What follows belongs to an exercise in optimizing a design on an open flow for small area, a short achievable clock period and few clock cycles; a production flow would make more cautious choices.
Function not checked in this run: the RTL went through the layout flow alone.
No activity file was given, so power comes from the tool's default toggle rates.

**flow/run.sh**
```bash
#!/bin/bash
set -euo pipefail
export SETUP_SLACK_MARGIN=5.6
export BUFFER_PORTS_ARGS="-buffer_cell sky130_fd_sc_hd__buf_2"
bash standard.sh > standard.log 2>&1
```
**standard.sh**
```bash
#!/bin/bash
# synth_recipe.tcl (not shown) runs the flow's synth.tcl, then flattens the netlist and writes it again
# the make line also repeats each setting of config.mk as NAME=value (left out here)
make -C /OpenROAD-flow-scripts/flow DESIGN_CONFIG=/design/flow/config.mk WORK_HOME=/design/flow/orfs CLKGATE_MAP_FILE= SYNTH_SCRIPT=/design/flow/synth_recipe.tcl "${@:-finish}"
```
**config.mk**
```make
export PLATFORM = sky130hd
export DESIGN_NAME = elc3_core
export DESIGN_NICKNAME = elc3_core
export VERILOG_FILES = /design/flow/design.v
export SDC_FILE = /design/flow/constraint.sdc
export NUM_CORES = 4
export LEC_CHECK = 0
export ABC_AREA = 1
export CAP_MARGIN = 20
export CORE_MARGIN = 2
export CORE_UTILIZATION = 55
export PLACE_DENSITY = 0.72
export SLEW_MARGIN = 20
export TNS_END_PERCENT = 100
```
**constraint.sdc**
```tcl
create_clock -name core_clock -period 10.0 [get_ports {clk}]
set_input_delay 2.0000 -clock core_clock [delete_from_list [all_inputs] [get_ports {clk}]]
set_output_delay 2.0000 -clock core_clock [all_outputs]
set_load 0.01 [all_outputs]
```
**design.v**
```verilog
module Register #(N = 16)
(
    input   logic           Clk, Reset,
    input   logic           Load,
    input   logic   [N-1:0] In,
    output  logic   [N-1:0] Out
);
    logic   [N-1:0] Next;
    always_ff @(posedge Clk) begin
        Out <= Next;
    end
    always_comb begin
        Next = Out;
        if (Reset)
            Next = {N{1'b0}};
        else if (Load)
            Next = In;
    end
endmodule
module RShiftRegister #(N = 16)
(
    input   logic           Clk, Reset,
    input   logic           Load,
    input   logic           ShiftEnable,
    input   logic           ShiftIn,
    input   logic   [N-1:0] In,
    output  logic           ShiftOut,
    output  logic   [N-1:0] Out
);
    logic   [N-1:0] Next;
    always_ff @(posedge Clk) begin
        Out <= Next;
    end
    always_comb begin
        Next = Out;
        if (Reset)
            Next = {N{1'b0}};
        else if (Load)
            Next = In;
        else if (ShiftEnable)
            Next = { ShiftIn, Out[N-1:1] };
    end
    assign ShiftOut = Out[0];
endmodule
module Mux_2to1 #(N = 16)
(
    input   logic           Select,
    input   logic   [N-1:0] In0, In1,
    output  logic   [N-1:0] Out
);
    always_comb begin
        case (Select)
            1'b0:   Out = In0;
            1'b1:   Out = In1;
        endcase
    end
endmodule
module Mux_4to1 #(N = 16)
(
    input   logic   [1:0]   Select,
    input   logic   [N-1:0] In0, In1, In2, In3,
    output  logic   [N-1:0] Out
);
    always_comb begin
        case (Select)
            2'b00:  Out = In0;
            2'b01:  Out = In1;
            2'b10:  Out = In2;
            2'b11:  Out = In3;
        endcase
    end
endmodule
module Mux_8to1 #(N = 16)
(
    input   logic   [2:0]   Select,
    input   logic   [N-1:0] In0, In1, In2, In3, In4, In5, In6, In7,
    output  logic   [N-1:0] Out
);
    always_comb begin
        case (Select)
            3'b000: Out = In0;
            3'b001: Out = In1;
            3'b010: Out = In2;
            3'b011: Out = In3;
            3'b100: Out = In4;
            3'b101: Out = In5;
            3'b110: Out = In6;
            3'b111: Out = In7;
        endcase
    end
endmodule
module DeMux_1to8 #(N = 16)
(
    input   logic   [2:0]   Select,
    input   logic   [N-1:0] In,
    output  logic   [N-1:0] Out0, Out1, Out2, Out3, Out4, Out5, Out6, Out7
);
    always_comb begin
        Out0 = {N{1'b0}};
        Out1 = {N{1'b0}};
        Out2 = {N{1'b0}};
        Out3 = {N{1'b0}};
        Out4 = {N{1'b0}};
        Out5 = {N{1'b0}};
        Out6 = {N{1'b0}};
        Out7 = {N{1'b0}};
        case (Select)
            3'b000: Out0 = In;
            3'b001: Out1 = In;
            3'b010: Out2 = In;
            3'b011: Out3 = In;
            3'b100: Out4 = In;
            3'b101: Out5 = In;
            3'b110: Out6 = In;
            3'b111: Out7 = In;
        endcase
    end
endmodule
module MuxOneHot_5to1 #(N = 16)
(
    input   logic   [4:0]   Select,
    input   logic   [N-1:0] In0, In1, In2, In3, In4,
    output  logic   [N-1:0] Out
);
    always_comb begin
        unique case (Select)
            5'b00001:   Out = In0;
            5'b00010:   Out = In1;
            5'b00100:   Out = In2;
            5'b01000:   Out = In3;
            5'b10000:   Out = In4;
            default:    Out = {N{1'b0}};
        endcase
    end
endmodule
module ALU
(
    input   logic   [1:0]   Fn,
    input   logic   [15:0]  A, B,
    output  logic   [15:0]  Out
);
    always_comb begin
        case (Fn)
            2'b00:  Out = A + B;     
            2'b01:  Out = A & B;     
            2'b10:  Out = ~A;        
            2'b11:  Out = A;         
        endcase
    end
endmodule
module RegisterFile
(
    input   logic           Clk, Reset,
    input   logic           LD_REG,              
    input   logic   [2:0]   DR, SR1, SR2,        
    input   logic   [15:0]  In,                  
    output  logic   [15:0]  SR1_Out, SR2_Out     
);
    logic           R0_Ld,  R1_Ld,  R2_Ld,  R3_Ld,  R4_Ld,  R5_Ld,  R6_Ld,  R7_Ld;
    logic   [15:0]  R0_In,  R1_In,  R2_In,  R3_In,  R4_In,  R5_In,  R6_In,  R7_In;
    logic   [15:0]  R0_Out, R1_Out, R2_Out, R3_Out, R4_Out, R5_Out, R6_Out, R7_Out;
    Register        _R0(.Clk(Clk), .Reset(Reset), .In(R0_In), .Out(R0_Out), .Load(R0_Ld));
    Register        _R1(.Clk(Clk), .Reset(Reset), .In(R1_In), .Out(R1_Out), .Load(R1_Ld));
    Register        _R2(.Clk(Clk), .Reset(Reset), .In(R2_In), .Out(R2_Out), .Load(R2_Ld));
    Register        _R3(.Clk(Clk), .Reset(Reset), .In(R3_In), .Out(R3_Out), .Load(R3_Ld));
    Register        _R4(.Clk(Clk), .Reset(Reset), .In(R4_In), .Out(R4_Out), .Load(R4_Ld));
    Register        _R5(.Clk(Clk), .Reset(Reset), .In(R5_In), .Out(R5_Out), .Load(R5_Ld));
    Register        _R6(.Clk(Clk), .Reset(Reset), .In(R6_In), .Out(R6_Out), .Load(R6_Ld));
    Register        _R7(.Clk(Clk), .Reset(Reset), .In(R7_In), .Out(R7_Out), .Load(R7_Ld));
    DeMux_1to8      _DRSelect
    (
        .In(In),
        .Out0(R0_In),
        .Out1(R1_In),
        .Out2(R2_In),
        .Out3(R3_In),
        .Out4(R4_In),
        .Out5(R5_In),
        .Out6(R6_In),
        .Out7(R7_In),
        .Select(DR)
    );
    DeMux_1to8 #(1) _LDSelect
    (
        .In(LD_REG),
        .Out0(R0_Ld),
        .Out1(R1_Ld),
        .Out2(R2_Ld),
        .Out3(R3_Ld),
        .Out4(R4_Ld),
        .Out5(R5_Ld),
        .Out6(R6_Ld),
        .Out7(R7_Ld),
        .Select(DR)
    );
    Mux_8to1        _SR1_OutMux
    (
        .In0(R0_Out),
        .In1(R1_Out),
        .In2(R2_Out),
        .In3(R3_Out),
        .In4(R4_Out),
        .In5(R5_Out),
        .In6(R6_Out),
        .In7(R7_Out),
        .Out(SR1_Out),
        .Select(SR1)
    );
    Mux_8to1        _SR2_OutMux
    (
        .In0(R0_Out),
        .In1(R1_Out),
        .In2(R2_Out),
        .In3(R3_Out),
        .In4(R4_Out),
        .In5(R5_Out),
        .In6(R6_Out),
        .In7(R7_Out),
        .Out(SR2_Out),
        .Select(SR2)
    );
endmodule
module Multiplier
(
    input   logic           Clk, Reset,
    input   logic           Run,
    input   logic   [7:0]   A, B,
    output  logic           Ready,
    output  logic   [15:0]  Out
);
    logic   [8:0]   Sum;             
    logic   [8:0]   MUL;             
    logic   [7:0]   A_Out, B_Out;    
    logic   [8:0]   A_Out_SEXT;      
    logic   [7:0]   AMUX_Out;        
    logic           A0;              
    logic           X;               
    logic           M;               
    logic           LD_A;            
    logic           LD_B;            
    logic           LD_MUL;          
    logic           LD_X;            
    logic           CLR_A;           
    logic           SH;              
    logic           AMUX;            
    logic           ADDMUX;          
    assign LD_X = M & LD_A;          
    assign AMUX = M;                 
    assign Out = { A_Out, B_Out };   
    RShiftRegister #(8) _A
    (
        .Clk(Clk),
        .Reset(Reset | CLR_A),   
        .In(AMUX_Out),
        .Out(A_Out),
        .Load(LD_A),             
        .ShiftIn(X),
        .ShiftOut(A0),
        .ShiftEnable(SH)
    );
    RShiftRegister #(8) _B
    (
        .Clk(Clk),
        .Reset(Reset),
        .In(B),
        .Out(B_Out),
        .Load(LD_B),             
        .ShiftIn(A0),
        .ShiftOut(M),
        .ShiftEnable(SH)
    );
    Register #(9)       _MUL
    (
        .Clk(Clk),
        .Reset(Reset),
        .In({ {1{A[7]}}, A }),    
        .Out(MUL),
        .Load(LD_MUL)
    );
    Register #(1)       _X
    (
        .Clk(Clk),
        .Reset(Reset | CLR_A),   
        .In(Sum[8]),
        .Out(X),
        .Load(LD_X)
    );
    Mux_2to1 #(8)       _AMUX
    (
        .In0(A_Out),
        .In1(Sum[7:0]),
        .Out(AMUX_Out),
        .Select(AMUX)
    );
    assign A_Out_SEXT = { {1{A_Out[7]}}, A_Out };    
    Mux_2to1 #(9)       _ADDMUX
    (
        .In0(A_Out_SEXT + MUL),  
        .In1(A_Out_SEXT - MUL),  
        .Out(Sum),
        .Select(ADDMUX)
    );
    logic   [3:0]   Counter, Counter_Next;
    logic           Done;
    enum logic [1:0]
    {
        Wait,
        Load,
        Multiply,
        Halt
    } State, Next_State;
    always_ff @(posedge Clk) begin
        if (Reset) begin
            Counter <= 4'h0;
            State <= Wait;
        end
        else begin
            Counter <= Counter_Next;
            State <= Next_State;
        end
    end
    always_comb begin
        Next_State = State;
        case (State)
            Wait:       Next_State = (Run) ? Load : Wait;
            Load:       Next_State = Multiply;
            Multiply:   Next_State = (Done) ? Halt : Multiply;
            Halt:       Next_State = Wait;
        endcase
    end
    always_comb begin
        CLR_A = 1'b0;
        LD_A = 1'b0;
        LD_B = 1'b0;
        LD_MUL = 1'b0;
        ADDMUX = 1'b0;
        SH = 1'b0;
        Ready = 1'b0;
        Done = 1'b0;
        Counter_Next = Counter;
        case (State)
            Wait: begin
            end
            Load: begin
                CLR_A = 1'b1;
                LD_B = 1'b1;
                LD_MUL = 1'b1;
                Counter_Next = 4'h0;
            end
            Multiply: begin
                if (Counter == 4'hE) begin
                    ADDMUX = 1'b1;
                end
                if (Counter == 4'hF) begin
                    Done = 1'b1;
                    SH = 1'b1;
                end
                else begin
                    Counter_Next = Counter + 4'h1;
                    if (Counter % 2 == 0)
                        LD_A = 1'b1;
                    else
                        SH = 1'b1;
                end
            end
            Halt: begin
                Ready = 1'b1;
            end
        endcase
    end
endmodule
module Datapath
(
    input   logic           Clk, Reset,
    input   logic   [15:0]  In,                                                   
    input   logic           LD_MAR, LD_MDR, LD_IR, LD_BEN, LD_REG, LD_CC, LD_PC,  
    input   logic           GatePC, GateMDR, GateMUL, GateALU, GateMARMUX,        
    input   logic           ADDR1MUX,                                             
    input   logic   [1:0]   ADDR2MUX, PCMUX, DRMUX, SR1MUX,                       
    input   logic           SR2MUX, MARMUX,                                       
    input   logic   [1:0]   ALUK,                                                 
    input   logic           MIO_EN,                                               
    input   logic           MUL_EN,                                               
    output  logic   [15:0]  Out,                                                  
    output  logic   [15:0]  Address,                                              
    output  logic           MUL_R,                                                
    output  logic           BEN,                                                  
    output  logic           IR_5,                                                 
	output  logic           IR_11,												  
    output  logic   [3:0]   IR_15_12,                                             
    output  logic   [15:0]  PC, IR,  
    input   logic   [15:0]  PC_In    
);
    logic   [15:0]  Bus;                                 
    logic   [3:0]   Gate;                                
    logic   [15:0]  MAR, MDR ;                    
    logic   [2:0]   SR1MUX_Out, DRMUX_Out;               
    logic   [15:0]  SR2MUX_Out;                          
    logic   [15:0]  MARMUX_Out, MDRMUX_Out, PCMUX_Out;   
    logic   [15:0]  ADDR1MUX_Out, ADDR2MUX_Out;          
    logic   [15:0]  ALU;                                 
    logic   [15:0]  MUL;                                 
    logic   [15:0]  SR1, SR2;                            
    logic           BEN_In;                              
    logic           N, Z, P;                             
    logic           N_In, Z_In, P_In;                    
    assign IR_5     = IR[5];
	assign IR_11	= IR[11];
    assign IR_15_12 = IR[15:12];
    assign Out      = MDR;                               
    assign Address  = MAR;                               
    assign N_In = Bus[15];
    assign Z_In = (Bus == 16'h0000) ? 1'b1 : 1'b0;
    assign P_In = ~N_In & ~Z_In;
    assign BEN_In = (IR[11] & N) | (IR[10] & Z) | (IR[9] & P);
    Register        _MAR
    (
        .Clk(Clk),
        .Reset(Reset),
        .In(Bus),
        .Out(MAR),
        .Load(LD_MAR)
    );
    Register        _MDR
    (
        .Clk(Clk),
        .Reset(Reset),
        .In(MDRMUX_Out),
        .Out(MDR),
        .Load(LD_MDR)
    );
    Register        _IR
    (
        .Clk(Clk),
        .Reset(Reset),
        .In(Bus),
        .Out(IR),
        .Load(LD_IR)
    );
    Register        _PC
    (
        .Clk(Clk),
        .Reset(Reset),
        .In(PCMUX_Out),
        .Out(PC),
        .Load(LD_PC)
    );
    Register #(1)   _BEN
    (
        .Clk(Clk),
        .Reset(Reset),
        .In(BEN_In),
        .Out(BEN),
        .Load(LD_BEN)
    );
    Register #(1)   _N
    (
        .Clk(Clk),
        .Reset(Reset),
        .In(N_In),
        .Out(N),
        .Load(LD_CC)
    );
    Register #(1)   _Z
    (
        .Clk(Clk),
        .Reset(Reset),
        .In(Z_In),
        .Out(Z),
        .Load(LD_CC)
    );
    Register #(1)   _P
    (
        .Clk(Clk),
        .Reset(Reset),
        .In(P_In),
        .Out(P),
        .Load(LD_CC)
    );
    RegisterFile    _GenPurposeRegs
    (
        .Clk(Clk),
        .Reset(Reset),
        .In(Bus),
        .LD_REG(LD_REG),
        .DR(DRMUX_Out),
        .SR1(SR1MUX_Out),
        .SR2(IR[2:0]),
        .SR1_Out(SR1),
        .SR2_Out(SR2)
    );
    ALU             _ALU
    (
        .A(SR1),
        .B(SR2MUX_Out),
        .Fn(ALUK),
        .Out(ALU)
    );
    Multiplier      _MUL
    (
        .Clk(Clk),
        .Reset(Reset),
        .A(SR1[7:0]),
        .B(SR2MUX_Out[7:0]),
        .Out(MUL),
        .Run(MUL_EN),
        .Ready(MUL_R)
    );
    Mux_4to1 #(3)   _DRMUX
    (
        .In0(IR[11:9]),
        .In1(3'b111),
        .In2(3'b110),
        .In3(3'b000),    
        .Out(DRMUX_Out),
        .Select(DRMUX)
    );
    Mux_4to1 #(3)   _SR1MUX
    (
        .In0(IR[11:9]),
        .In1(IR[8:6]),
        .In2(3'b110),
        .In3(3'b000),    
        .Out(SR1MUX_Out),
        .Select(SR1MUX)
    );
    Mux_2to1        _SR2MUX
    (
        .In0(SR2),
        .In1({ {11{IR[4]}}, IR[4:0] }),  
        .Out(SR2MUX_Out),
        .Select(SR2MUX)
    );
    Mux_4to1        _PCMUX
    (
        .In0(PC + 16'd1),
        .In1(Bus),
        .In2(ADDR1MUX_Out + ADDR2MUX_Out),
        .In3(PC_In),      
        .Out(PCMUX_Out),
        .Select(PCMUX)
    );
    Mux_2to1        _ADDR1MUX
    (
        .In0(PC),
        .In1(SR1),
        .Out(ADDR1MUX_Out),
        .Select(ADDR1MUX)
    );
    Mux_4to1        _ADDR2MUX
    (
        .In0(16'h0000),
        .In1({ {10{IR[ 5]}}, IR[ 5:0] }),    
        .In2({ { 7{IR[ 8]}}, IR[ 8:0] }),    
        .In3({ { 5{IR[10]}}, IR[10:0] }),    
        .Out(ADDR2MUX_Out),
        .Select(ADDR2MUX)
    );
    Mux_2to1        _MARMUX
    (
        .In0({ {8{1'b0}}, IR[7:0] }),        
        .In1(ADDR1MUX_Out + ADDR2MUX_Out),
        .Out(MARMUX_Out),
        .Select(MARMUX)
    );
    Mux_2to1        _MDRMUX
    (
        .In0(Bus),
        .In1(In),
        .Out(MDRMUX_Out),
        .Select(MIO_EN)
    );
    MuxOneHot_5to1  _GateMux
    (
        .In0(MARMUX_Out),
        .In1(ALU),
        .In2(MUL),
        .In3(MDR),
        .In4(PC),
        .Out(Bus),
        .Select({ GatePC, GateMDR, GateMUL, GateALU, GateMARMUX })
    );
endmodule
module ControlUnit
(
    input   logic           Clk, Reset,
    input   logic           Run, Continue, Step,
    input   logic           DoHalt,
    input   logic           MUL_R,
    input   logic           BEN,
    input   logic           IR_5,
    input   logic           IR_11,
    input   logic   [3:0]   IR_15_12,
    output  logic           LD_MAR, LD_MDR, LD_IR, LD_BEN, LD_REG, LD_CC, LD_PC,
    output  logic           GatePC, GateMDR, GateMUL, GateALU, GateMARMUX,
    output  logic           ADDR1MUX,
    output  logic   [1:0]   ADDR2MUX, PCMUX, DRMUX, SR1MUX,
    output  logic           SR2MUX, MARMUX,
    output  logic   [1:0]   ALUK,
    output  logic           MIO_EN, R_W,
    output  logic           MUL_EN,
    output  logic           Halted, Paused, InvalidOp,   
    output  logic   [3:0]   Opcode   
);
    assign Opcode = IR_15_12;
    assign SR2MUX = IR_5;
    enum logic [7:0]
    {
        State_00        = 8'd0,
        State_01        = 8'd1,
        State_02        = 8'd2,
        State_03        = 8'd3,
        State_04        = 8'd4,
        State_05        = 8'd5,
        State_06        = 8'd6,
        State_07        = 8'd7,
        State_09        = 8'd9,
        State_10        = 8'd10,
        State_11        = 8'd11,
        State_12        = 8'd12,
        State_13        = 8'd013,
        State_13_nR     = 8'd113,
        State_13_R      = 8'd213,
        State_14        = 8'd14,
        State_15        = 8'd15,
        State_16_nR1    = 8'd016,    
        State_16_nR2    = 8'd116,
        State_16_R      = 8'd216,    
        State_18        = 8'd18,
        State_20        = 8'd20,
        State_21        = 8'd21,
        State_22        = 8'd22,
        State_23        = 8'd23,
        State_24_nR1    = 8'd024,
        State_24_nR2    = 8'd124,
        State_24_R      = 8'd224,
        State_25_nR1    = 8'd025,
        State_25_nR2    = 8'd125,
        State_25_R      = 8'd225,
        State_26        = 8'd26,
        State_27        = 8'd27,
        State_28_nR1    = 8'd028,
        State_28_nR2    = 8'd128,
        State_28_R      = 8'd228,
        State_29_nR1    = 8'd029,
        State_29_nR2    = 8'd129,
        State_29_R      = 8'd229,
        State_30        = 8'd30,
        State_31        = 8'd31,
        State_32        = 8'd32,
        State_33_nR1    = 8'd033,
        State_33_nR2    = 8'd133,
        State_33_R      = 8'd233,
        State_35        = 8'd35,
        INVALID         = 8'd253,
        START           = 8'd254,
        HALT            = 8'd255
    } State, Next_State;
    always_ff @(posedge Clk) begin
        if (Reset || DoHalt)
            State <= HALT;
        else
            State <= Next_State;
    end
    always_comb begin
        Next_State = State;      
        case (State)
            State_18:       Next_State = State_33_nR1;
            State_33_nR1:   Next_State = State_33_nR2;
            State_33_nR2:   Next_State = State_33_R;
            State_33_R:     Next_State = State_35;
            State_35: begin
                if (Step && ~Continue)
                    Next_State = State_35;
                else
                    Next_State = State_32;
            end
            State_32: begin
                if (Step && Continue)
                    Next_State = State_32;
                else begin
                    case (Opcode)
                        4'b0000:    Next_State = State_00;       
                        4'b0001:    Next_State = State_01;       
                        4'b0010:    Next_State = State_02;       
                        4'b0011:    Next_State = State_03;       
                        4'b0100:    Next_State = State_04;       
                        4'b0101:    Next_State = State_05;       
                        4'b0110:    Next_State = State_06;       
                        4'b0111:    Next_State = State_07;       
                        4'b1001:    Next_State = State_09;       
                        4'b1010:    Next_State = State_10;       
                        4'b1011:    Next_State = State_11;       
                        4'b1100:    Next_State = State_12;       
                        4'b1101:    Next_State = State_13;       
                        4'b1110:    Next_State = State_14;       
                        4'b1111:    Next_State = State_15;       
                        default:    Next_State = INVALID;        
                    endcase
                end
            end
            State_00:       Next_State = (BEN) ? State_22 : State_18;    
            State_22:       Next_State = State_18;
            State_01:       Next_State = State_18;
            State_02:       Next_State = State_25_nR1;
            State_03:       Next_State = State_23;
            State_04:       Next_State = (IR_11) ? State_21 : State_20;  
            State_20:       Next_State = State_18;
            State_21:       Next_State = State_18;
            State_05:       Next_State = State_18;
            State_06:       Next_State = State_25_nR1;
            State_07:       Next_State = State_23;
            State_09:       Next_State = State_18;
            State_10:       Next_State = State_24_nR1;
            State_24_nR1:   Next_State = State_24_nR2;
            State_24_nR2:   Next_State = State_24_R;
            State_24_R:     Next_State = State_26;
            State_26:       Next_State = State_25_nR1;
            State_11:       Next_State = State_29_nR1;
            State_29_nR1:   Next_State = State_29_nR2;
            State_29_nR2:   Next_State = State_29_R;
            State_29_R:     Next_State = State_31;
            State_31:       Next_State = State_23;
            State_12:       Next_State = State_18;
            State_13:       Next_State = State_13_nR;
            State_13_nR:    Next_State = (MUL_R) ? State_13_R : State_13_nR;
            State_13_R:     Next_State = State_18;
            State_14:       Next_State = State_18;
            State_15:       Next_State = State_28_nR1;
            State_28_nR1:   Next_State = State_28_nR2;
            State_28_nR2:   Next_State = State_28_R;
            State_28_R:     Next_State = State_30;
            State_30:       Next_State = State_18;
            State_23:       Next_State = State_16_nR1;
            State_16_nR1:   Next_State = State_16_nR2;
            State_16_nR2:   Next_State = State_16_R;
            State_16_R:     Next_State = State_18;
            State_25_nR1:   Next_State = State_25_nR2;
            State_25_nR2:   Next_State = State_25_R;
            State_25_R:     Next_State = State_27;
            State_27:       Next_State = State_18;
            INVALID: begin
                if (Continue)
                    Next_State = HALT;
                else
                    Next_State = INVALID;
            end
            START: begin
                if (~Run)
                    Next_State = State_18;
                else
                    Next_State = START;
            end
            HALT: begin
                if (Run)
                    Next_State = START;
                else
                    Next_State = HALT;
            end
        endcase
    end
    always_comb begin
        LD_MAR      = 1'b0;
        LD_MDR      = 1'b0;
        LD_IR       = 1'b0;
        LD_BEN      = 1'b0;
        LD_REG      = 1'b0;
        LD_CC       = 1'b0;
        LD_PC       = 1'b0;
        GatePC      = 1'b0;
        GateMDR     = 1'b0;
        GateMUL     = 1'b0;
        GateALU     = 1'b0;
        GateMARMUX  = 1'b0;
        ADDR1MUX    = 1'b0;
        ADDR2MUX    = 2'b00;
        PCMUX       = 2'b00;
        DRMUX       = 2'b00;
        SR1MUX      = 2'b00;
        MARMUX      = 1'b0;
        ALUK        = 2'b00;
        MIO_EN      = 1'b0;
        R_W         = 1'b0;
        MUL_EN      = 1'b0;
        Halted      = 1'b0;
        Paused      = 1'b0;
        InvalidOp   = 1'b0;
        case (State)
            State_18: begin 
                GatePC = 1'b1;       
                LD_MAR = 1'b1;       
                PCMUX = 2'b00;       
                LD_PC = 1'b1;        
            end
            State_33_nR1:
                MIO_EN = 1'b1;       
            State_33_nR2:
                MIO_EN = 1'b1;       
            State_33_R: begin 
                MIO_EN = 1'b1;       
                LD_MDR = 1'b1;       
            end
            State_35: begin 
                GateMDR = 1'b1;      
                LD_IR = 1'b1;        
                Paused = 1'b1;
            end
            State_32:
                LD_BEN = 1'b1;       
            State_00: begin
            end
            State_22: begin
                ADDR1MUX = 1'b0;
                ADDR2MUX = 2'b10;
                PCMUX = 2'b10;
                LD_PC = 1'b1;
            end
            State_01: begin
                DRMUX = 2'b00;
                SR1MUX = 2'b01;
                ALUK = 2'b00;
                GateALU = 1'b1;
                LD_REG = 1'b1;
                LD_CC = 1'b1;
            end
            State_02: begin
                ADDR1MUX = 1'b0;
                ADDR2MUX = 2'b10;
                MARMUX = 1'b1;
                GateMARMUX = 1'b1;
                LD_MAR = 1'b1;
            end
            State_03: begin
                ADDR1MUX = 1'b0;
                ADDR2MUX = 2'b10;
                MARMUX = 1'b1;
                GateMARMUX = 1'b1;
                LD_MAR = 1'b1;
            end
            State_04: begin
                DRMUX = 2'b01;
                GatePC = 1'b1;
                LD_REG = 1'b1;
            end
            State_20: begin
                SR1MUX = 2'b01;
                ADDR1MUX = 1'b1;
                ADDR2MUX = 2'b00;
                PCMUX = 2'b10;
                LD_PC = 1'b1;
            end
            State_21: begin
                PCMUX = 2'b10;
                ADDR1MUX = 1'b0;
                ADDR2MUX = 2'b11;
                LD_PC = 1'b1;
            end
            State_05: begin
                DRMUX = 2'b00;
                SR1MUX = 2'b01;
                ALUK = 2'b01;
                GateALU = 1'b1;
                LD_REG = 1'b1;
                LD_CC = 1'b1;
            end
            State_06: begin
                SR1MUX = 2'b01;
                ADDR1MUX = 1'b1;
                ADDR2MUX = 2'b01;
                MARMUX = 1'b1;
                GateMARMUX = 1'b1;
                LD_MAR = 1'b1;
            end
            State_07: begin
                SR1MUX = 2'b01;
                ADDR1MUX = 1'b1;
                ADDR2MUX = 2'b01;
                MARMUX = 1'b1;
                GateMARMUX = 1'b1;
                LD_MAR = 1'b1;
            end
            State_09: begin
                DRMUX = 2'b00;
                SR1MUX = 2'b01;
                ALUK = 2'b10;
                GateALU = 1'b1;
                LD_REG = 1'b1;
                LD_CC = 1'b1;
            end
            State_10: begin
                ADDR1MUX = 1'b0;
                ADDR2MUX = 2'b10;
                MARMUX = 1'b1;
                GateMARMUX = 1'b1;
                LD_MAR = 1'b1;
            end
            State_24_nR1: begin
                MIO_EN = 1'b1;
            end
            State_24_nR2: begin
                MIO_EN = 1'b1;
            end
            State_24_R: begin
                MIO_EN = 1'b1;
                LD_MDR = 1'b1;
            end
            State_26: begin
                GateMDR = 1'b1;
                LD_MAR = 1'b1;
            end
            State_11: begin
                ADDR1MUX = 1'b0;
                ADDR2MUX = 2'b10;
                MARMUX = 1'b1;
                GateMARMUX = 1'b1;
                LD_MAR = 1'b1;
            end
            State_29_nR1: begin
                MIO_EN = 1'b1;
            end
            State_29_nR2: begin
                MIO_EN = 1'b1;
            end
            State_29_R: begin
                MIO_EN = 1'b1;
                LD_MDR = 1'b1;
            end
            State_31: begin
                LD_MAR = 1'b1;
                GateMDR = 1'b1;
            end
            State_12: begin
                SR1MUX = 2'b01;
                ADDR1MUX = 1'b1;
                ADDR2MUX = 2'b00;
                PCMUX = 2'b10;
                LD_PC = 1'b1;
            end
            State_13: begin
                SR1MUX = 2'b01;
                MUL_EN = 1'b1;
            end
            State_13_nR: begin
                SR1MUX = 2'b01;
            end
            State_13_R: begin
                DRMUX = 2'b00;
                GateMUL = 1'b1;
                LD_REG = 1'b1;
                LD_CC = 1'b1;
            end
            State_14: begin
                DRMUX = 2'b00;
                ADDR1MUX = 1'b0;
                ADDR2MUX = 2'b10;
                MARMUX = 1'b1;
                GateMARMUX = 1'b1;
                LD_REG = 1'b1;
                LD_CC = 1'b1;
            end
            State_15: begin
                MARMUX = 1'b0;
                GateMARMUX = 1'b1;
                LD_MAR = 1'b1;
            end
            State_28_nR1: begin
                MIO_EN = 1'b1;
                DRMUX = 2'b01;
                GatePC = 1'b1;
                LD_REG = 1'b1;
            end
            State_28_nR2: begin
                MIO_EN = 1'b1;
                DRMUX = 2'b01;
                GatePC = 1'b1;
                LD_REG = 1'b1;
            end
            State_28_R: begin
                MIO_EN = 1'b1;
                DRMUX = 2'b01;
                GatePC = 1'b1;
                LD_REG = 1'b1;
                LD_MDR = 1'b1;
            end
            State_30: begin
                GateMDR = 1'b1;
                PCMUX = 2'b01;
                LD_PC = 1'b1;
            end
            State_23: begin
                SR1MUX = 2'b00;
                ALUK = 2'b11;
                GateALU = 1'b1;
                LD_MDR = 1'b1;
            end
            State_16_nR1: begin
                MIO_EN = 1'b1;
                R_W = 1'b1;
            end
            State_16_nR2: begin
                MIO_EN = 1'b1;
                R_W = 1'b1;
            end
            State_16_R: begin
                MIO_EN = 1'b0;
                R_W = 1'b0;
            end
            State_25_nR1: begin
                MIO_EN = 1'b1;
            end
            State_25_nR2: begin
                MIO_EN = 1'b1;
            end
            State_25_R: begin
                MIO_EN = 1'b1;
                LD_MDR = 1'b1;
            end
            State_27: begin
                GateMDR = 1'b1;
                LD_REG = 1'b1;
                LD_CC = 1'b1;
            end
            INVALID:
                InvalidOp = 1'b1;
            HALT: begin
                Halted = 1'b1;
                PCMUX = 2'b11;   
                LD_PC = 1'b1;
                LD_CC = 1'b1;
            end
        endcase
    end
endmodule
module MemoryControlUnit
(
    input   logic           Clk, Reset,
    input   logic           MIO_EN,
    input   logic           R_W,
    input   logic   [15:0]  Address,
    input   logic   [15:0]  Data_FromSRAM,
    input   logic   [15:0]  Data_FromCPU,
    input   logic   [15:0]  Data_FromKeyboard,
    input   logic           Keypress,
    input   logic           DisplayReady,
    output  logic           DisplayWE,
    output  logic           Mem_CE, Mem_OE, Mem_WE,
    output  logic           Mem_LB, Mem_UB,
    output  logic           DoHalt,
    output  logic   [15:0]  Data_ToSRAM,
    output  logic   [15:0]  Data_ToCPU,
    output  logic   [15:0]  Data_ToVideo
);
    logic           LD_KBSR;
    logic           LD_DDR;
    logic           LD_DSR;
    logic           CLR_KBSR;
    logic           CLR_DSR;
    logic   [15:0]  KBDR, KBSR;
    logic   [15:0]  DDR, DSR;
    logic           DisplayWE_Out;
    assign LD_KBSR = Keypress && Data_FromKeyboard != 16'h0000;
    assign LD_DSR = DisplayReady;
    logic   [1:0]   INMUX;
    assign Data_ToSRAM = Data_FromCPU;
    assign Data_ToVideo = DDR;
    assign Mem_CE = 1'b1;
    assign Mem_LB = 1'b1;
    assign Mem_UB = 1'b1;
    always_ff @(posedge Clk) begin
        if (Reset)
            DisplayWE <= 1'b0;
        else
            DisplayWE <= DisplayWE_Out;
    end
    always_comb begin
        CLR_KBSR        = 1'b0;
        CLR_DSR         = 1'b0;
        LD_DDR          = 1'b0;
        INMUX           = 2'b00;
        Mem_OE          = 1'b0;
        Mem_WE          = 1'b0;
        DisplayWE_Out   = 1'b0;
        DoHalt          = 1'b0;
        unique case (Address)
            16'hFE00: begin
                if (MIO_EN) begin
                    INMUX = 2'b01;
                end
            end
            16'hFE02: begin
                if (MIO_EN && !R_W) begin
                    INMUX = 2'b10;
                    CLR_KBSR = 1'b1;
                end
            end
            16'hFE04: begin
                if (MIO_EN && !R_W) begin
                    INMUX = 2'b11;
                end
            end
            16'hFE06: begin
                if (MIO_EN && R_W) begin
                    LD_DDR = 1'b1;
                    CLR_DSR = 1'b1;
                    DisplayWE_Out = 1'b1;
                end
            end
            16'hFFFF: begin
                if (MIO_EN && R_W)
                    DoHalt = 1'b1;
            end
            default : begin
                if (MIO_EN) begin
                    if (R_W)
                        Mem_WE = 1'b1;
                    else begin
                        Mem_OE = 1'b1;
                        INMUX = 2'b00;
                    end
                end
            end
        endcase
    end
    Register        _KBDR
    (
        .Clk(Clk),
        .Reset(Reset),
        .In(Data_FromKeyboard),
        .Out(KBDR),
        .Load(~KBSR[15])
    );
    Register        _KBSR
    (
        .Clk(Clk),
        .Reset(Reset | CLR_KBSR),
        .In(16'h8000),
        .Out(KBSR),
        .Load(LD_KBSR)
    );
    Register        _DDR
    (
        .Clk(Clk),
        .Reset(Reset),
        .In(Data_FromCPU),
        .Out(DDR),
        .Load(LD_DDR)
    );
    Register        _DSR
    (
        .Clk(Clk),
        .Reset(Reset | CLR_DSR),
        .In(16'h8000),
        .Out(DSR),
        .Load(LD_DSR)
    );
    Mux_4to1        _INMUX
    (
        .In0(Data_FromSRAM),
        .In1(KBSR),
        .In2(KBDR),
        .In3(DSR),
        .Out(Data_ToCPU),
        .Select(INMUX)
    );
endmodule
module Synchronizer #(N = 1)
(
    input   logic           Clk,
    input   logic   [N-1:0] In,
    output  logic   [N-1:0] Out
);
    always_ff @(posedge Clk) begin
        Out <= In;
    end
endmodule
module elc3_core
(
    input   logic           clk,
    input   logic           reset,
    input   logic           run,
    input   logic           cont,
    input   logic           step,
    input   logic   [15:0]  start_pc,
    output  logic           halted,
    output  logic           paused,
    output  logic           invalid_op,
    output  logic   [15:0]  pc,
    output  logic   [15:0]  ir,
    output  logic   [15:0]  mem_addr,
    output  logic           mem_oe,
    output  logic           mem_we,
    output  logic   [15:0]  mem_wdata,
    input   logic   [15:0]  mem_rdata,
    input   logic   [7:0]   key_data,
    input   logic           key_valid,
    input   logic           disp_ready,
    output  logic           disp_we,
    output  logic   [7:0]   disp_data
);
    logic s_halt, s_f, s_e, s_p, s_ml, s_ms, s_mi, s_mt, s_inv;
    logic n_halt, n_f, n_e, n_p, n_ml, n_ms, n_mi, n_mt, n_inv;
    logic [15:0] PC, A, IR, WD;
    logic [7:0][15:0] R;
    logic N, Z, P;
    assign P = ~N & ~Z;
    logic [2:0] pdr;         
    logic       pst;         
    logic       oe, we, dwe, haltf;
    logic [1:0] rsel;        
    logic io_hi, io_kbsr, io_kbdr, io_dsr, io_ddr, io_halt, io_any;
    assign io_hi   = A[15:9] == 7'h7F;
    assign io_kbsr = io_hi & A[8:0] == 9'h000;
    assign io_kbdr = io_hi & A[8:0] == 9'h002;
    assign io_dsr  = io_hi & A[8:0] == 9'h004;
    assign io_ddr  = io_hi & A[8:0] == 9'h006;
    assign io_halt = io_hi & A[8:0] == 9'h1FF;
    assign io_any  = io_hi & ((A[8:3] == 6'd0 & ~A[0]) | A[8:0] == 9'h1FF);
    assign oe    = ~s_ms & ~io_any;
    assign we    = s_ms & ~io_any;
    assign dwe   = s_ms & io_ddr;
    assign haltf = io_halt;
    assign rsel  = io_kbdr ? 2'd2 : io_dsr ? 2'd3 : (io_kbsr | io_ddr | io_halt) ? 2'd1 : 2'd0;
    logic       kbsr, dsr;
    assign halted     = s_halt;
    assign paused     = s_p;
    assign invalid_op = s_inv;
    assign pc         = PC;
    assign ir         = IR;
    assign mem_addr   = A;
    assign mem_oe     = oe;
    assign mem_we     = we;
    assign mem_wdata  = WD;
    assign disp_we    = dwe;
    assign disp_data  = WD[7:0];
    logic [15:0] mem_in;
    always_comb begin
        case (rsel)
            2'd0: mem_in = mem_rdata;
            2'd1: mem_in = {kbsr, 15'd0};
            2'd2: mem_in = {8'd0, key_data};
            default: mem_in = {dsr, 15'd0};
        endcase
    end
    logic [3:0] op;
    assign op = IR[15:12];
    logic o_br, o_add, o_ld, o_st, o_jsr, o_and, o_ldr, o_str, o_rti, o_not,
          o_ldi, o_sti, o_jmp, o_mul, o_lea, o_trap;
    assign o_br   = op == 4'd0;
    assign o_add  = op == 4'd1;
    assign o_ld   = op == 4'd2;
    assign o_st   = op == 4'd3;
    assign o_jsr  = op == 4'd4;
    assign o_and  = op == 4'd5;
    assign o_ldr  = op == 4'd6;
    assign o_str  = op == 4'd7;
    assign o_rti  = op == 4'd8;
    assign o_not  = op == 4'd9;
    assign o_ldi  = op == 4'd10;
    assign o_sti  = op == 4'd11;
    assign o_jmp  = op == 4'd12;
    assign o_mul  = op == 4'd13;
    assign o_lea  = op == 4'd14;
    assign o_trap = op == 4'd15;
    logic [2:0]  sr2a;       
    logic [15:0] sr1, sr2, op2;
    assign sr1  = R[IR[8:6]];
    assign sr2  = R[sr2a];
    assign op2  = IR[5] ? {{11{IR[4]}}, IR[4:0]} : sr2;
    logic        pd_base_sr1, pd_sr2;
    logic [15:0] base, offs, immv, sum;
    logic [3:0]  pd_imm;     
    assign immv = ({16{pd_imm[0]}} & {{11{IR[4]}}, IR[4:0]}) |
                  ({16{pd_imm[1]}} & {{10{IR[5]}}, IR[5:0]}) |
                  ({16{pd_imm[2]}} & {{7{IR[8]}}, IR[8:0]}) |
                  ({16{pd_imm[3]}} & {{5{IR[10]}}, IR[10:0]});
    assign offs = pd_sr2 ? sr2 : immv;
    assign base = pd_base_sr1 ? sr1 : PC;
    add16 u_add (.a(base), .b(offs), .s(sum));
    logic [15:0] a_xor_b, a_or_b;
    assign a_xor_b = base ^ offs;
    assign a_or_b  = base | offs;
    logic        mcnt;
    logic        mlast;
    logic [2:0]  mdl, mdh;
    logic        l_one, l_two, l_neg, h_one, h_two, h_neg;
    logic [9:0]  ppl, pph;
    logic [11:0] ma, mb, mc, ms, mcy, mx;
    logic [15:0] prod;
    assign mlast = mcnt;
    assign mdl = mcnt ? op2[5:3] : {op2[1:0], 1'b0};
    assign mdh = mcnt ? op2[7:5] : op2[3:1];
    assign l_one = mdl[1] ^ mdl[0];
    assign l_two = (mdl[2] & ~mdl[1] & ~mdl[0]) | (~mdl[2] & mdl[1] & mdl[0]);
    assign l_neg = mdl[2] & ~(mdl[1] & mdl[0]);
    assign h_one = mdh[1] ^ mdh[0];
    assign h_two = (mdh[2] & ~mdh[1] & ~mdh[0]) | (~mdh[2] & mdh[1] & mdh[0]);
    assign h_neg = mdh[2] & ~(mdh[1] & mdh[0]);
    assign ppl = ((l_one ? {{2{sr1[7]}}, sr1[7:0]} : 10'd0) |
                  (l_two ? {sr1[7], sr1[7:0], 1'b0} : 10'd0)) ^ {10{l_neg}};
    assign pph = ((h_one ? {{2{sr1[7]}}, sr1[7:0]} : 10'd0) |
                  (h_two ? {sr1[7], sr1[7:0], 1'b0} : 10'd0)) ^ {10{h_neg}};
    assign ma  = mcnt ? {{4{WD[11]}}, WD[11:4]} : 12'd0;
    assign mb  = {{2{ppl[9]}}, ppl};
    assign mc  = {pph, h_neg, l_neg};
    assign ms  = ma ^ mb ^ mc;
    assign mcy = {(ma[10:0] & mb[10:0]) | (ma[10:0] & mc[10:0]) | (mb[10:0] & mc[10:0]), h_neg};
    add12 u_madd (.a(ms), .b(mcy), .cin(h_neg), .s(mx));
    assign prod  = {mx, WD[3:0]};
    logic [15:0] eres, andv;
    logic        sel_sum, sel_and, sel_not, sel_mul, sel_pc, sel_ld;
    assign andv    = sr1 & op2;
    assign sel_ld  = s_ml & ~reset;
    assign sel_and = s_e & o_and & ~reset;
    assign sel_not = s_e & o_not & ~reset;
    assign sel_mul = s_e & o_mul & ~reset;
    assign sel_pc  = s_e & (o_jsr | o_trap) & ~reset;
    assign sel_sum = s_e & (o_add | o_lea) & ~reset;
    assign eres = ({16{sel_and}} & andv) | ({16{sel_not}} & ~sr1) |
                  ({16{sel_mul}} & prod) | ({16{sel_pc}} & PC);
    logic z_sum, z_oth;
    assign z_sum = &(~(a_xor_b ^ {a_or_b[14:0], 1'b0}));    
    assign z_oth = ~|(eres | ({16{sel_ld}} & mem_in));
    logic ben;
    assign ben = (IR[11] & N) | (IR[10] & Z) | (IR[9] & P);
    logic e_mem, e_redirect, e_wr, e_cc;
    assign e_mem      = o_ld | o_st | o_ldr | o_str | o_ldi | o_sti;
    assign e_redirect = (o_br & ben) | o_jmp | (o_jsr & (IR[11] | IR[8:6] != 3'd7));
    assign e_wr       = o_add | o_and | o_not | o_mul | o_lea | o_jsr | o_trap;
    assign e_cc       = o_add | o_and | o_not | o_mul | o_lea;
    logic        wr_en, cc_en;
    logic [2:0]  wr_a;
    logic [15:0] wr_d;
    assign wr_en = (s_e & e_wr & (~o_mul | mlast)) | s_ml;
    assign cc_en = (s_e & e_cc & (~o_mul | mlast)) | s_ml;
    assign wr_a  = s_ml ? pdr : ((o_jsr | o_trap) ? 3'd7 : IR[11:9]);
    assign wr_d  = eres | ({16{sel_ld}} & mem_in) | ({16{sel_sum}} & sum);
    logic [15:0] PC1;
    inc16 u_inc (.a(PC), .s(PC1));
    logic [15:0] nA, nPC;
    logic refetch;
    logic a_start, a_pc1, a_sum, a_pc, a_min, a_vect, a_hold;
    assign refetch = A == PC;
    assign a_start = s_halt;
    assign a_pc1   = (s_f & ~run) | s_ml | (s_ms & ~haltf & ~refetch) |
                     (s_e & ~o_rti & ~o_trap & ~e_mem & ~e_redirect & (~o_mul | mlast));
    assign a_sum   = s_e & ~o_rti & ~o_trap & (e_mem | e_redirect);
    assign a_pc    = s_ms & ~haltf & refetch;
    assign a_min   = s_mi | s_mt;
    assign a_vect  = s_e & o_trap;
    assign a_hold  = ~(a_start | a_pc1 | a_sum | a_pc | a_min | a_vect);
    assign nPC = ({16{a_start}} & start_pc) | ({16{a_pc1}} & PC1) |
                 ({16{a_sum & e_redirect}} & sum) | ({16{s_mt}} & mem_in);
    assign nA = ({16{a_start}} & start_pc) | ({16{a_pc1}} & PC1) | ({16{a_sum}} & sum) |
                ({16{a_pc}} & PC) | ({16{a_min}} & mem_in) | ({16{a_vect}} & {8'd0, IR[7:0]}) |
                ({16{a_hold}} & A);
    logic        ld_ir, ld_pc;
    always_comb begin
        n_halt = 1'b0; n_f = 1'b0; n_e = 1'b0; n_p = 1'b0; n_ml = 1'b0;
        n_ms = 1'b0; n_mi = 1'b0; n_mt = 1'b0; n_inv = 1'b0;
        ld_ir = 1'b0;
        ld_pc = 1'b0;
        if (s_halt) begin
            ld_pc = 1'b1;
            if (run) n_f = 1'b1; else n_halt = 1'b1;
        end
        if (s_f) begin
            ld_ir = 1'b1;
            if (run) n_f = 1'b1;
            else begin
                ld_pc = 1'b1;
                if (step) n_p = 1'b1; else n_e = 1'b1;
            end
        end
        if (s_p) begin
            if (cont) n_e = 1'b1; else n_p = 1'b1;
        end
        if (s_e) begin
            if (o_rti) n_inv = 1'b1;
            else if (o_trap) begin
                n_mt = 1'b1;
            end else if (e_mem) begin
                ld_ir = 1'b1;
                if (o_ldi | o_sti) n_mi = 1'b1;
                else if (o_ld | o_ldr) n_ml = 1'b1;
                else n_ms = 1'b1;
            end else if (e_redirect) begin
                ld_pc = 1'b1;
                n_f = 1'b1;
            end else if (o_mul & ~mlast) begin
                n_e = 1'b1;
            end else begin
                ld_pc = 1'b1; ld_ir = 1'b1;
                if (step) n_p = 1'b1; else n_e = 1'b1;
            end
        end
        if (s_ml) begin
            ld_pc = 1'b1;
            if (step) n_p = 1'b1; else n_e = 1'b1;
        end
        if (s_ms) begin
            if (haltf) n_halt = 1'b1;
            else if (refetch) begin
                n_f = 1'b1;      
            end else begin
                ld_pc = 1'b1;
                if (step) n_p = 1'b1; else n_e = 1'b1;
            end
        end
        if (s_mi) begin
            if (pst) n_ms = 1'b1; else n_ml = 1'b1;
        end
        if (s_mt) begin
            ld_pc = 1'b1;
            n_f = 1'b1;
        end
        if (s_inv) begin
            if (cont) n_halt = 1'b1; else n_inv = 1'b1;
        end
    end
    always_ff @(posedge clk) begin
        if (reset) begin
            s_halt <= 1'b1; s_f <= 1'b0; s_e <= 1'b0; s_p <= 1'b0; s_ml <= 1'b0;
            s_ms <= 1'b0; s_mi <= 1'b0; s_mt <= 1'b0; s_inv <= 1'b0;
        end else begin
            s_halt <= n_halt; s_f <= n_f; s_e <= n_e; s_p <= n_p; s_ml <= n_ml;
            s_ms <= n_ms; s_mi <= n_mi; s_mt <= n_mt; s_inv <= n_inv;
        end
        A <= nA;
        if (ld_pc) PC <= nPC;
        if (ld_ir) begin
            IR   <= mem_in;
            sr2a <= (mem_in[13] & mem_in[12]) ? mem_in[11:9] : mem_in[2:0];
            pd_sr2 <= mem_in[15:12] == 4'd1 && !mem_in[5];
            pd_imm[0] <= mem_in[15:12] == 4'd1;
            pd_imm[1] <= mem_in[15:12] == 4'd6 || mem_in[15:12] == 4'd7;
            pd_imm[2] <= mem_in[15:12] != 4'd1 && mem_in[15:12] != 4'd6 &&
                         mem_in[15:12] != 4'd7 && mem_in[15:12] != 4'd4 &&
                         mem_in[15:12] != 4'd12;
            pd_imm[3] <= mem_in[15:12] == 4'd4 && mem_in[11];
            pd_base_sr1 <= mem_in[15:12] == 4'd1 || mem_in[15:12] == 4'd6 ||
                           mem_in[15:12] == 4'd7 || mem_in[15:12] == 4'd12 ||
                           (mem_in[15:12] == 4'd4 && !mem_in[11]);
        end
        if (s_e & e_mem) begin
            pdr <= IR[11:9];
            pst <= o_sti;
        end
        if (s_e & e_mem)
            WD <= sr2;
        else if (s_e & o_mul)
            WD <= {4'd0, mx};
        mcnt <= s_e & o_mul & ~mcnt;
    end
    always_ff @(posedge clk) begin
        if (s_halt) begin
            N <= 1'b0; Z <= 1'b1;
        end else if (cc_en) begin
            N <= wr_d[15];
            Z <= sel_sum ? z_sum : z_oth;
        end
    end
    logic [15:0] wr_d0;
    assign wr_d0 = wr_d;     
    genvar gi;
    generate
        for (gi = 0; gi < 8; gi++) begin : g_r
            always_ff @(posedge clk)
                if (reset | (wr_en & wr_a == gi)) R[gi] <= wr_d0;
        end
    endgenerate
    always_ff @(posedge clk) begin
        if (reset | (s_mi | s_ml | s_mt | s_f | s_e) & rsel == 2'd2)
            kbsr <= 1'b0;
        else if (key_valid && key_data != 8'd0)
            kbsr <= 1'b1;
        if (reset | dwe)
            dsr <= 1'b0;
        else if (disp_ready)
            dsr <= 1'b1;
    end
endmodule
module add16
(
    input   logic   [15:0]  a, b,
    output  logic   [15:0]  s
);
    logic [15:0] g0, p0, g1, p1, g2, p2, g3, p3, g4;
    assign g0 = a & b;
    assign p0 = a ^ b;
    assign g1 = g0 | (p0 & {g0[14:0], 1'b0});
    assign p1 = p0 & {p0[14:0], 1'b0};
    assign g2 = g1 | (p1 & {g1[13:0], 2'b0});
    assign p2 = p1 & {p1[13:0], 2'b0};
    assign g3 = g2 | (p2 & {g2[11:0], 4'b0});
    assign p3 = p2 & {p2[11:0], 4'b0};
    assign g4 = g3 | (p3 & {g3[7:0], 8'b0});
    assign s  = p0 ^ {g4[14:0], 1'b0};
endmodule
module add12
(
    input   logic   [11:0]  a, b,
    input   logic           cin,
    output  logic   [11:0]  s
);
    logic [12:0] g0, p0, g1, p1, g2, p2, g3, p3, g4;
    assign g0 = {a & b, cin};
    assign p0 = {a ^ b, 1'b0};
    assign g1 = g0 | (p0 & {g0[11:0], 1'b0});
    assign p1 = p0 & {p0[11:0], 1'b0};
    assign g2 = g1 | (p1 & {g1[10:0], 2'b0});
    assign p2 = p1 & {p1[10:0], 2'b0};
    assign g3 = g2 | (p2 & {g2[8:0], 4'b0});
    assign p3 = p2 & {p2[8:0], 4'b0};
    assign g4 = g3 | (p3 & {g3[4:0], 8'b0});
    assign s  = p0[12:1] ^ g4[11:0];
endmodule
module add10
(
    input   logic   [9:0]   a, b,
    input   logic           cin,
    output  logic   [9:0]   s
);
    logic [10:0] g0, p0, g1, p1, g2, p2, g3, p3, g4;
    assign g0 = {a & b, cin};
    assign p0 = {a ^ b, 1'b0};
    assign g1 = g0 | (p0 & {g0[9:0], 1'b0});
    assign p1 = p0 & {p0[9:0], 1'b0};
    assign g2 = g1 | (p1 & {g1[8:0], 2'b0});
    assign p2 = p1 & {p1[8:0], 2'b0};
    assign g3 = g2 | (p2 & {g2[6:0], 4'b0});
    assign p3 = p2 & {p2[6:0], 4'b0};
    assign g4 = g3 | (p3 & {g3[2:0], 8'b0});
    assign s  = p0[10:1] ^ g4[9:0];
endmodule
module inc16
(
    input   logic   [15:0]  a,
    output  logic   [15:0]  s
);
    logic [15:0] c1, c2, c4, c8;
    assign c1 = {a[14:0], 1'b1};
    assign c2 = c1 & {c1[14:0], 1'b1};
    assign c4 = c2 & {c2[13:0], 2'b11};
    assign c8 = c4 & {c4[11:0], 4'hF};
    assign s  = a ^ (c8 & {c8[7:0], 8'hFF});
endmodule
```
==> notes.md <==
- Synth Warn #: 1
- Via count: approximately 15000
- Switching Fraction: a little under two fifths
- Drt first pass iters: 6
- Startpoint types: flop
- Ratio of final minimum period to clock period: 48.8%
- Area of the mapped netlist: about 0.015 mm2
- Design internal power: ~2200 uW
- Mux cell area share after synthesis: 0%
- Flop pwr share: approximately a third
- Ports: ~130
- Die H: ~170 um
- CP endpoint kind: flop
- Number of library cell types mapped by synthesis: between 60 and 70
- Initial antenna violation count: 1
- CP arrival: around 5.3 ns
- Core Util, Final: between 60% and 70%
- Largest net degree at the start of global routing: 53
- Leakage: about 0.008 uW
- Hold slack: about 0.48 ns
- Clk pwr share: between 20% and 30%
- Initial Util: ~55%
- Sequential cell area fraction in the yosys report: between 40% and 50%
- Skew final: 0.0259 ns
- First-pass GRT wire length: 82500 um
- Status: complete, no violations
- Area grow syn2layout: 23.5%
- Post-synth EDFFs: between 150 and 200
- Share of layout cells above drive strength 1: between 20% and 30%
- TritonCTS clock tree: built
- Synth Instances: 1968
- Most common cell after layout, fill and taps aside: nand2_1
- Avg WL per Cell: approximately 22 um
- Gpl congestion: 0.993
- Placeable Area: between 0.02 and 0.03 mm2
- Reg2reg start: sr2a[0]
- Peak VDD IR: 205 uV
- Most used cell, CP: nand2_1
- Synth Area in XOR/XNOR: between 2 and 3%
- H-tree Lvls: 1
- Simple-gate share of the synthesized area: between 20% and 30%
- Routed vias/inst: around 6.1
- Synthesized flop and latch total: roughly 220
- Row count: ~60
- CTS clk-pin slew, worst paths: 0.06 ns
- Worst min path class: reg2reg
- CP max stage delay: roughly 0.6 ns
- Critical Path Slowest Stage Cell: fa_1
- Grt ovf: 0
- Total track usage: a little under two fifths
- Final setup viols: 0
- Syn_nets: 2071
- Post-DP HPWL: around 39000 um
- Cell Pwr Density: around 180 mW/mm2
- Most frequent cells in the layout: 407 x nand2_1, 257 x inv_1, 189 x edfxtp_1
- Nets: ~2200
- Tmin final: roughly 4.9 ns
- Critical Path Fanout Max: 11
- Slew margin rel.: 25.8%
- Hold_buf cts: 0
- Vias in the first global route: 14100
- CP Buf/Inv Count: 5
- Largest family of logic cells by synthesized area: simple AND/OR/NAND/NOR gates
- Root Driver: clkbuf_16
- DRT iter0 DRCs: around 2300
- Fraction of registers with async set or reset after synthesis: 0%
- Hold depth: 2
- Critical Path RT: between 10 and 15 ns
- Critical path type: reg2reg
- RR Endpoint: Z
- Antenna Nets Post-Route: 0
- Worst Max-Slew Pin Slew: 1.11 ns
- Worst path top cell family by delay: simple AND/OR/NAND/NOR gates
- Worst reg-to-reg path cell count: 32
- Comb pwr share: about two fifths
- Syn avg cell area: roughly 7.8 um2
- Top_reg_cell synth: edfxtp_1
- Synth Area in Adders: ~5%
- Drt drc: 0
- Final Hold Vio Count: 0
- Num CTS Buffers: 25
- Overall routed net length: 56200 um
- Synth Area in Compound Gates: ~17%
- Max Cap Viol: 0
- Die Area: ~0.029 mm2
- IO Port Bufs: approximately 120
- Pins Over Slew Limit: 0
- Die Width: about 170 um
- Maximum operating frequency: roughly 200 MHz
- P_sw: 1290 uW
- Clock Latency Late Sink: ~0.55 ns
- CTS Sinks: 219
- Clk buf depth: 3
- Final TNS setup: 0 ns
- RSZ-0062 raised after global routing: true
- Hold_sp: kbsr
- Worst reg2reg setup slack: around 5.1 ns
- Hold EP: kbsr
## repair_timing
| action | in CTS | in global routing |
|---|---|---|
| buffers inserted | 39 | 27 |
| gates cloned | 6 | 0 |
| gates resized for setup | 162 | 132 |
| endpoints found under the setup margin | 113 | 107 |
| pin swaps | 56 | 37 |
## how the worst max path moves through the flow
stage               cells after the start     end     from  slack [ns]
floorplan                              26       N  sr2a[1]        5.62
global placement                       27       N  sr2a[1]        4.25
detailed placement                     27       N  sr2a[1]        4.14
CTS                                    26  R[110]  sr2a[0]        5.25
global route                           32       Z  sr2a[0]        4.97
finish                                 32       Z  sr2a[0]        5.12
## flip-flops by register name, indices dropped and copies added, names as in the netlist, 3 cells and up
register	count
PC	16
WD	16
sr2a	3
pdr	3
IR	16
pd_imm	4
R	128
A	16
## cells by family after synthesis
| family | count (synthesis) |
|---|---|
| flops | 219 |
| fa+ha+maj | 56 |
| xor+xnor | 49 |
| compound gates | 454 |
| simple gates | 811 |
| buf+inv | 379 |
## metrics by stage
step                area [um2]  setup WS (ns)  std cells  total power, uW
global route             18900           4.97       2527             3620
global placement         16100           4.25       2408             2060
finish                   18900           5.12       2528             3480
detailed placement       16100           4.14       2408             2060
floorplan                15300           5.62       1968             1760
CTS                      18100           5.25       2499             3240
## power by group through the flow
stage          clock (uW)  combinational (uW)  sequential [uW]
3_3_place_gp            0                 935             1130
6_report              979                1390             1110
5_1_grt              1010                1490             1120
3_5_place_dp            0                 931             1130
2_1_floorplan           0                 638             1120
4_1_cts               978                1150             1110
## worst reg2reg max path: cells and delay by family (launching register included)
family	cells	cell delay, ns
buffers and inverters	5	0.71
and+or+nand+nor	19	1.82
DFF	1	0.42
adders and majority gates	2	0.83
AOI/OAI and AO/OA	5	0.89
xor gates and xnor gates	1	0.12
## synthesized netlist by cell type, types with 5 or more instances
| cell | number | area share, % |
|---|---|---|
| nand2_1 | 439 | 11 |
| inv_1 | 275 | 6.8 |
| edfxtp_1 | 189 | 37 |
| o21ai_0 | 176 | 5.8 |
| nand3_1 | 167 | 5.5 |
| a21oi_1 | 132 | 4.3 |
| nor2_1 | 115 | 2.8 |
| ha_1 | 45 | 3.7 |
| xor2_1 | 44 | 2.5 |
| dfxtp_1 | 30 | 3.9 |
| clkbuf_1 | 28 | 0.69 |
| o211ai_1 | 24 | 1.2 |
| o22ai_1 | 24 | 0.98 |
| buf_2 | 23 | 0.75 |
| buf_4 | 23 | 1.1 |
| nor3_1 | 23 | 0.75 |
| o21ai_1 | 20 | 0.65 |
| nand4_1 | 19 | 0.78 |
| inv_2 | 13 | 0.32 |
| nand3_2 | 13 | 0.85 |
| fa_1 | 11 | 1.4 |
| o2111ai_1 | 11 | 0.63 |
| a22oi_1 | 9 | 0.44 |
| a32oi_1 | 9 | 0.52 |
| o221ai_1 | 9 | 0.52 |
| buf_6 | 8 | 0.59 |
| a31oi_1 | 7 | 0.29 |
| nand3b_1 | 7 | 0.34 |
| nand2_2 | 6 | 0.25 |
| clkinv_1 | 5 | 0.12 |
## area by class of cell
cell class                 count  area [um2]
fill                        2262        8680
multi-input combinational   1371        8520
sequential                   219        6280
timing repair buffer         219        1550
inverter                     293        1180
clock buffer                  33         656
tap                          378         473
clock inverter                13         206
timing repair inverter         1        8.76
antenna                        1        2.50
## layer usage
| metal | vias up | part of all wire [%] | GRT usage (%) |
|---|---|---|---|
| met5 | - | 0.021 | 1.74 |
| met4 | 2 | 5.7 | 20.3 |
| met3 | 201 | 10 | 6.18 |
| met2 | 971 | 46 | 60.1 |
| met1 | 7218 | 38 | 49.1 |
| li1 | 7002 | - | - |

==> what the ideal ports hide <==
No port has a modelled driver above. Below, the same layout with a new extraction and two added sets of constraints. Step 1: set_driving_cell puts a clkbuf_16 on clk and a buf_2 on each other input, an assumption about the parent block. Step 2 times the ports against the registers' clock, not the clock port: input delays grow and output delays shrink by t, the midpoint of the rising clock arrivals with the driver on. Three values: no drivers, after step 1, after step 2; two values: the first two.
t, ns: 0.595
slack for setup (ns): 5.124 / 5.124 / 5.124
hold WS [ns]: 0.482 / 0.482 / 0.482
worst data-port slew with drivers (ns): 0.03
After both steps this run still meets setup and hold. The setup slack of this run moves by 0.000 ns with the drivers and by 0.000 ns with both steps.
